Source: an optimization exercise on an open RTL-to-GDS flow (aim: small area). Production flows keep margins and buffers that such runs may drop.
Only simulation tests tie the RTL to the original design; equivalence was not proved.
Power is estimated from default activity; no workload was simulated.

==> 09-11: inputs <==
==> flow/design.v <==
`default_nettype none
module busBridge3
  (i_CLK,
   i_rst,
   i_dataRx,
   i_strobeRx,
   o_dataTx,
   i_strobeTx,
   i_strobeSync,
   o_busAddr,
   o_busData,
   i_busData,
   o_busWe,
   o_busRe,
   i_busAck  
   );
   input wire   i_CLK;
   input wire   i_rst;  
   input wire [7:0] i_dataRx;
   input wire 	    i_strobeRx;
   output wire [7:0] o_dataTx;
   input wire 	     i_strobeTx;
   input wire 	     i_strobeSync;
   output wire [31:0] o_busAddr;
   output wire [31:0] o_busData;
   input wire [31:0] i_busData;
   output reg 	     o_busWe;
   output reg 	     o_busRe;
   input wire 	     i_busAck;
   localparam [3:0] S_IDLE      = 4'd0;
   localparam [3:0] S_ADDRINC   = 4'd1;
   localparam [3:0] S_WORDWIDTH = 4'd2;
   localparam [3:0] S_NWORDS    = 4'd3;
   localparam [3:0] S_ADDRWRITE = 4'd4;
   localparam [3:0] S_WRITE     = 4'd5;
   localparam [3:0] S_ADDRREAD  = 4'd6;
   localparam [3:0] S_READ      = 4'd7;
   localparam [3:0] S_MARGIN    = 4'd8;
   reg [3:0] 	     state;
   reg [1:0] 	     byteIdx;       
   reg 		     pendingRead;
   reg [1:0] 	     marginPre;
   reg [15:0] 	     margin;
   reg [15:0] 	     marginMin;
   reg [31:0] 	     shiftIn;
   reg [31:0] 	     shiftOut;
   assign o_dataTx = shiftOut[7:0];
   reg [31:0] 	     addr;
   assign o_busAddr = addr;
   assign o_busData = shiftIn;
   reg [7:0] 	     config_addrInc;
   reg [1:0] 	     config_wordwidthMinusOne;
   reg [15:0] 	     config_nWordsMinusOne;
   reg [15:0] 	     countNWords;   
   wire 	     lastWord = countNWords == config_nWordsMinusOne;
   wire [31:0] 	     rxAddr = {i_dataRx, shiftIn[23:0]};
   reg [1:0] 	     lastIdx;
   always @(*) begin
      case (state)
	S_NWORDS: lastIdx = 2'd1;
	S_ADDRWRITE, S_ADDRREAD: lastIdx = 2'd3;
	S_WRITE, S_READ: lastIdx = config_wordwidthMinusOne;
	default: lastIdx = 2'd0;
      endcase
   end
   wire 	     lastByte = byteIdx == lastIdx;
   task doRead;
      begin
	 o_busRe <= 1'b1;
	 pendingRead <= 1'b1;
	 marginPre <= 2'd2;
	 margin <= 16'd0;
	 countNWords <= countNWords + 16'd1;
	 if (lastWord) begin
	    state <= S_IDLE;
	    countNWords <= 16'd0;
	 end else
	   state <= S_READ;
      end
   endtask
   always @(posedge i_CLK) begin
      o_busWe <= 1'b0;
      o_busRe <= 1'b0;
      if (marginPre != 2'd0)
	marginPre <= marginPre - 2'd1;
      else if (margin != 16'hFFFD)
	margin <= margin + 16'd1;
      if (o_busWe | o_busRe)
	addr <= addr + {24'd0, config_addrInc};
      if (i_strobeTx) begin
	 shiftOut <= {8'd0, shiftOut[31:8]};
	 if (pendingRead)
	   marginMin <= 16'd0;
	 else if (margin < marginMin)
	   marginMin <= margin;
      end
      if (i_busAck & pendingRead) begin
	 shiftOut <= i_busData;
	 pendingRead <= 1'b0;
	 marginPre <= 2'd2;
	 margin <= 16'd0;
      end
      if (i_strobeRx) begin
	 case (byteIdx)
	   2'd0: shiftIn <= {24'd0, i_dataRx};
	   2'd1: shiftIn[15:8] <= i_dataRx;
	   2'd2: shiftIn[23:16] <= i_dataRx;
	   2'd3: shiftIn[31:24] <= i_dataRx;
	 endcase
	 byteIdx <= byteIdx + 2'd1;
	 if (lastByte) begin
	    byteIdx <= 2'd0;
	    case (state)
	      S_IDLE: begin
		 case (i_dataRx)
		   8'd1, 8'd2, 8'd3, 8'd4, 8'd6: state <= i_dataRx[3:0];
		   8'd5: state <= S_WRITE;
		   8'd7: doRead;
		   8'd8: begin
		      state <= S_MARGIN;
		      if (pendingRead) begin
			 shiftOut <= 32'd0;
			 pendingRead <= 1'b0;
		      end else
			shiftOut <= {16'd0, marginMin};
		      marginMin <= 16'hFFFD;
		   end
		   default: ;
		 endcase
	      end
	      S_ADDRWRITE: begin
		 addr <= rxAddr;
		 state <= S_WRITE;
	      end
	      S_ADDRREAD: begin
		 addr <= rxAddr;
		 doRead;
	      end
	      S_ADDRINC: begin
		 config_addrInc <= i_dataRx;
		 state <= S_IDLE;
	      end
	      S_WORDWIDTH: begin
		 config_wordwidthMinusOne <= i_dataRx[1:0];
		 state <= S_IDLE;
	      end
	      S_NWORDS: begin
		 config_nWordsMinusOne <= {i_dataRx, shiftIn[7:0]};
		 state <= S_IDLE;
	      end
	      S_WRITE: begin
		 o_busWe <= 1'b1;
		 countNWords <= countNWords + 16'd1;
		 if (lastWord) begin
		    state <= S_IDLE;
		    countNWords <= 16'd0;
		 end
	      end
	      S_READ: doRead;
	      default: state <= S_IDLE;
	    endcase
	 end
      end
      if (i_strobeSync) begin
	 state <= S_IDLE;
	 byteIdx <= 2'd0;
	 pendingRead <= 1'b0;
	 countNWords <= 16'd0;
      end
      if (i_rst) begin
	 o_busWe <= 1'b0;
	 o_busRe <= 1'b0;
	 pendingRead <= 1'b0;
	 marginPre <= 2'd0;
	 margin <= 16'hFFFD;
	 marginMin <= 16'hFFFD;
	 shiftOut <= 32'd0;
	 byteIdx <= 2'd0;
	 state <= S_IDLE;
	 addr <= 32'd0;
	 config_addrInc <= 8'd1;
	 config_wordwidthMinusOne <= 2'd3;
	 config_nWordsMinusOne <= 16'd0;
	 countNWords <= 16'd0;
      end
   end
endmodule
==> flow/flow/run.sh <==
#!/bin/bash
# Own layout flow:
#  1. the standard synthesis, unchanged (standard.sh synth).
#  2. The combinational logic of that netlist is re-mapped by ABC for area (resyn.sh, best of several scripts);
#     every flip-flop instance is kept as it is, with its name and cell type.
#  3. the standard layout steps, except that the ports are buffered with
#     sky130_fd_sc_hd__buf_1 and CTS inserts no dummy loads.
# Each tool's output goes to a log file of its own in this folder.
set -euo pipefail
R=orfs/results/sky130hd/busBridge3/base
bash standard.sh synth > synth.log 2>&1
cp $R/1_2_yosys.v 1_2_yosys.standard.v
bash flow/resyn.sh 1_2_yosys.standard.v $R/1_2_yosys.v > resyn.log 2>&1
rm -f $R/1_synth.odb $R/1_synth.sdc
bash standard.sh synth > synth_odb.log 2>&1
bash standard.sh \
  "BUFFER_PORTS_ARGS=-buffer_cell sky130_fd_sc_hd__buf_1" \
  "CTS_ARGS=-sink_clustering_enable -repair_clock_nets -dont_use_dummy_load -buf_list {sky130_fd_sc_hd__clkbuf_4 sky130_fd_sc_hd__clkbuf_8}" \
  finish > layout.log 2>&1
==> flow/flow/abc.constr <==
set_driving_cell sky130_fd_sc_hd__buf_1
set_load 5
==> flow/flow/abc1.script <==
&get -n
&st
&dch -f
&nf -R 1000
&put
==> flow/flow/abc2.script <==
&get -n
&st
&syn2
&dch -f
&nf -R 1000
&st
&syn2
&dch -f
&nf -R 1000
&st
&dch -f
&nf -R 1000
&put
==> flow/flow/abc3.script <==
&get -n
&st
&deepsyn -T 30
&dch -f
&nf -R 1000
&put
==> flow/flow/abc4.script <==
&get -n
&st
&deepsyn -T 30 -S 7
&dch -f
&nf -R 1000
&put
==> flow/flow/keeptop.py <==
import re, sys
# print only module sys.argv[2] from the Verilog file sys.argv[1]
src = open(sys.argv[1]).read()
m = re.search(r'^module\s+' + re.escape(sys.argv[2]) + r'\b.*?^endmodule\s*$', src, re.S | re.M)
sys.stdout.write(m.group(0) + "\n")
==> flow/flow/pick.py <==
import re, sys
# pick.py LIB NETLIST... : print each netlist's cell area, then (last line) the smallest one
lib = open(sys.argv[1]).read()
area = {m.group(1): float(m.group(2)) for m in
        re.finditer(r'cell\s*\(\s*"?(\w+)"?\s*\)\s*\{.*?area\s*:\s*([\d.]+)', lib, re.S)}
best = None
for f in sys.argv[2:]:
    try:
        src = open(f).read()
    except OSError:
        continue
    cells = re.findall(r'^\s*(sky130_fd_sc_hd__\w+)\s+\S+\s*\(', src, re.M)
    if not cells or 'endmodule' not in src:
        continue
    a = sum(area[c] for c in cells)
    print("%s %.2f" % (f, a))
    if best is None or a < best[0]:
        best = (a, f)
print(best[1])
==> flow/flow/resyn.sh <==
#!/bin/bash
# resyn.sh IN.v OUT.v: re-map the combinational cells of a synthesized netlist with ABC.
# Every flip-flop and tie cell is kept as the instance it is. Each ABC script flow/abc*.script
# is tried (in parallel) and the netlist with the smallest cell area is kept.
set -euo pipefail
LIB=$FLOW_HOME/platforms/sky130hd/lib/sky130_fd_sc_hd__tt_025C_1v80.lib
HERE=$(cd $(dirname $0) && pwd)
IN=$(readlink -f $1)
D=$(awk "BEGIN{print $FLOW_PERIOD_NS*1000}")
for S in $HERE/abc*.script; do
  T=$(basename $S .script)
  cat > resyn_$T.ys <<EOY
read_liberty -ignore_miss_func $LIB
read_verilog $IN
hierarchy -top $FLOW_TOP
setattr -mod -set keep_hierarchy 1 sky130_fd_sc_hd__dfxtp_1 sky130_fd_sc_hd__edfxtp_1 sky130_fd_sc_hd__dfrtp_1 sky130_fd_sc_hd__dfstp_1 sky130_fd_sc_hd__dfxbp_1 sky130_fd_sc_hd__conb_1
flatten
rename -hide w:*.*
opt_clean
abc -script $S -liberty $LIB -dont_use sky130_fd_sc_hd__lpflow_bleeder_1 -dont_use sky130_fd_sc_hd__lpflow_clkbufkapwr_1 -dont_use sky130_fd_sc_hd__lpflow_clkbufkapwr_16 -dont_use sky130_fd_sc_hd__lpflow_clkbufkapwr_2 -dont_use sky130_fd_sc_hd__lpflow_clkbufkapwr_4 -dont_use sky130_fd_sc_hd__lpflow_clkbufkapwr_8 -dont_use sky130_fd_sc_hd__lpflow_clkinvkapwr_1 -dont_use sky130_fd_sc_hd__lpflow_clkinvkapwr_16 -dont_use sky130_fd_sc_hd__lpflow_clkinvkapwr_2 -dont_use sky130_fd_sc_hd__lpflow_clkinvkapwr_4 -dont_use sky130_fd_sc_hd__lpflow_clkinvkapwr_8 -dont_use sky130_fd_sc_hd__lpflow_decapkapwr_12 -dont_use sky130_fd_sc_hd__lpflow_decapkapwr_3 -dont_use sky130_fd_sc_hd__lpflow_decapkapwr_4 -dont_use sky130_fd_sc_hd__lpflow_decapkapwr_6 -dont_use sky130_fd_sc_hd__lpflow_decapkapwr_8 -dont_use sky130_fd_sc_hd__lpflow_inputiso0n_1 -dont_use sky130_fd_sc_hd__lpflow_inputiso0p_1 -dont_use sky130_fd_sc_hd__lpflow_inputiso1n_1 -dont_use sky130_fd_sc_hd__lpflow_inputiso1p_1 -dont_use sky130_fd_sc_hd__lpflow_inputisolatch_1 -dont_use sky130_fd_sc_hd__lpflow_isobufsrc_1 -dont_use sky130_fd_sc_hd__lpflow_isobufsrc_16 -dont_use sky130_fd_sc_hd__lpflow_isobufsrc_2 -dont_use sky130_fd_sc_hd__lpflow_isobufsrc_4 -dont_use sky130_fd_sc_hd__lpflow_isobufsrc_8 -dont_use sky130_fd_sc_hd__lpflow_isobufsrckapwr_16 -dont_use sky130_fd_sc_hd__lpflow_lsbuf_lh_hl_isowell_tap_1 -dont_use sky130_fd_sc_hd__lpflow_lsbuf_lh_hl_isowell_tap_2 -dont_use sky130_fd_sc_hd__lpflow_lsbuf_lh_hl_isowell_tap_4 -dont_use sky130_fd_sc_hd__lpflow_lsbuf_lh_isowell_4 -dont_use sky130_fd_sc_hd__lpflow_lsbuf_lh_isowell_tap_1 -dont_use sky130_fd_sc_hd__lpflow_lsbuf_lh_isowell_tap_2 -dont_use sky130_fd_sc_hd__lpflow_lsbuf_lh_isowell_tap_4 -dont_use sky130_fd_sc_hd__probe_p_8 -dont_use sky130_fd_sc_hd__probec_p_8  -constr $HERE/abc.constr -D $D
splitnets
opt_clean -purge
hilomap -singleton -hicell sky130_fd_sc_hd__conb_1 HI -locell sky130_fd_sc_hd__conb_1 LO
insbuf -buf sky130_fd_sc_hd__buf_4 A X
write_verilog -noattr -noexpr -nohex -nodec resyn_$T.all.v
EOY
  ( yosys -l resyn_$T.log resyn_$T.ys > /dev/null 2>&1 && python3 $HERE/keeptop.py resyn_$T.all.v $FLOW_TOP > resyn_$T.top.v ) &
done
wait
python3 $HERE/pick.py $LIB resyn_abc*.top.v > resyn_pick.txt
cat resyn_pick.txt
cp $(tail -1 resyn_pick.txt) $2
==> flow/standard.sh <==
#!/bin/bash
# synth_recipe.tcl (not shown) runs the flow's synth.tcl, then flattens the netlist and writes it again
# the make line also repeats each setting of config.mk as NAME=value (left out here)
make -C /OpenROAD-flow-scripts/flow DESIGN_CONFIG=/design/flow/config.mk WORK_HOME=/design/flow/orfs CLKGATE_MAP_FILE= SYNTH_SCRIPT=/design/flow/synth_recipe.tcl "${@:-finish}"
==> flow/config.mk <==
export PLATFORM = sky130hd
export DESIGN_NAME = busBridge3
export DESIGN_NICKNAME = busBridge3
export VERILOG_FILES = /design/flow/design.v
export SDC_FILE = /design/flow/constraint.sdc
export NUM_CORES = 4
export LEC_CHECK = 0
export CAP_MARGIN = 20
export CORE_MARGIN = 2
export CORE_UTILIZATION = 40
export SLEW_MARGIN = 20
==> flow/constraint.sdc <==
create_clock -name core_clock -period 5.0 [get_ports {i_CLK}]
set_input_delay 1.0000 -clock core_clock [delete_from_list [all_inputs] [get_ports {i_CLK}]]
set_output_delay 1.0000 -clock core_clock [all_outputs]
set_load 0.01 [all_outputs]
==> 08-22: changes against 09-11 <==
==> flow/flow/run.sh (replaced) <==
#!/bin/bash
# Standard synthesis unchanged; the layout steps as standard, except that the ports
# are buffered with sky130_fd_sc_hd__buf_1 and CTS inserts no dummy loads.
set -euo pipefail
bash standard.sh synth > synth.log 2>&1
bash standard.sh \
  "BUFFER_PORTS_ARGS=-buffer_cell sky130_fd_sc_hd__buf_1" \
  "CTS_ARGS=-sink_clustering_enable -repair_clock_nets -dont_use_dummy_load" \
  finish > layout.log 2>&1
removed: flow/flow/abc.constr
removed: flow/flow/abc1.script
removed: flow/flow/abc2.script
removed: flow/flow/abc3.script
removed: flow/flow/abc4.script
removed: flow/flow/keeptop.py
removed: flow/flow/pick.py
removed: flow/flow/resyn.sh
==> results.py <==
metrics = {
    "outcome": {
        "status": "complete, but fails checks",
        "violatedChecks": "setup timing",
    },
    "sta": {
        "setup_viol_count_final": 10,
        "fin_ws_ns": -0.7006,
    },
    "pwr": {
        "pwr-share-comb_pct": 24.8,
        "power_frac_seq_pct": 52.2,
    },
    "worst_setup_path": {
        "slowest_stage": "dfxtp_2",
    },
}
[end of results for 09-11]
==> results.py <==
metrics = {
    "sta": {
        "post-route-period-util_pct": 64.05,
        "setup_viol_count_final": 0,
    },
    "routing": {
        "ant_nets": 0,
    },
    "outcome": {
        "status": "no timing/DRC/antenna violations",
    },
    "pwr": {
        "power_frac_seq_pct": 47.0,
    },
    "yosys": {
        "yosys.area_share.simple_pct": 19.98,
    },
    "placement": {
        "place_area_um2": 9678,
    },
    "worst_setup_path": {
        "crit_path_max_fanout": 31,
        "cpMostUsedCell": "a21oi_1",
    },
}
[end of results for 08-22]

[port drivers added, routing unchanged]
No port has a modelled driver above. Below, the same layouts with a new extraction and two added sets of constraints.
Step 1 sets driving cells, clkbuf_16 on the clock port and buf_2 on the other inputs (assumed; they add their load-dependent delay and slew).
Step 2 adds t to the input delays and takes it off the output delays; t is the mean of the earliest and latest rising clock arrival at the registers after step 1. Input paths then give back, and output paths get back, about the clock's delay inside the block.
Three values: ideal, step 1, step 2; two values: the first two.
run	t (ns)	slack for setup (ns)	latest minus earliest clock arrival (ns)	worst register clock-pin slew, ns	worst data-port slew with drivers (ns)
09-11	0.484	-0.701 / -0.701 / -0.701	0.032 / 0.031	0.10 / 0.10	0.06
08-22	0.469	1.798 / 1.798 / 1.550	0.019 / 0.018	0.07 / 0.07	0.04
For 08-22, which loses most, drivers alone change the setup slack by 0.000 ns; drivers and shift together by -0.248 ns.
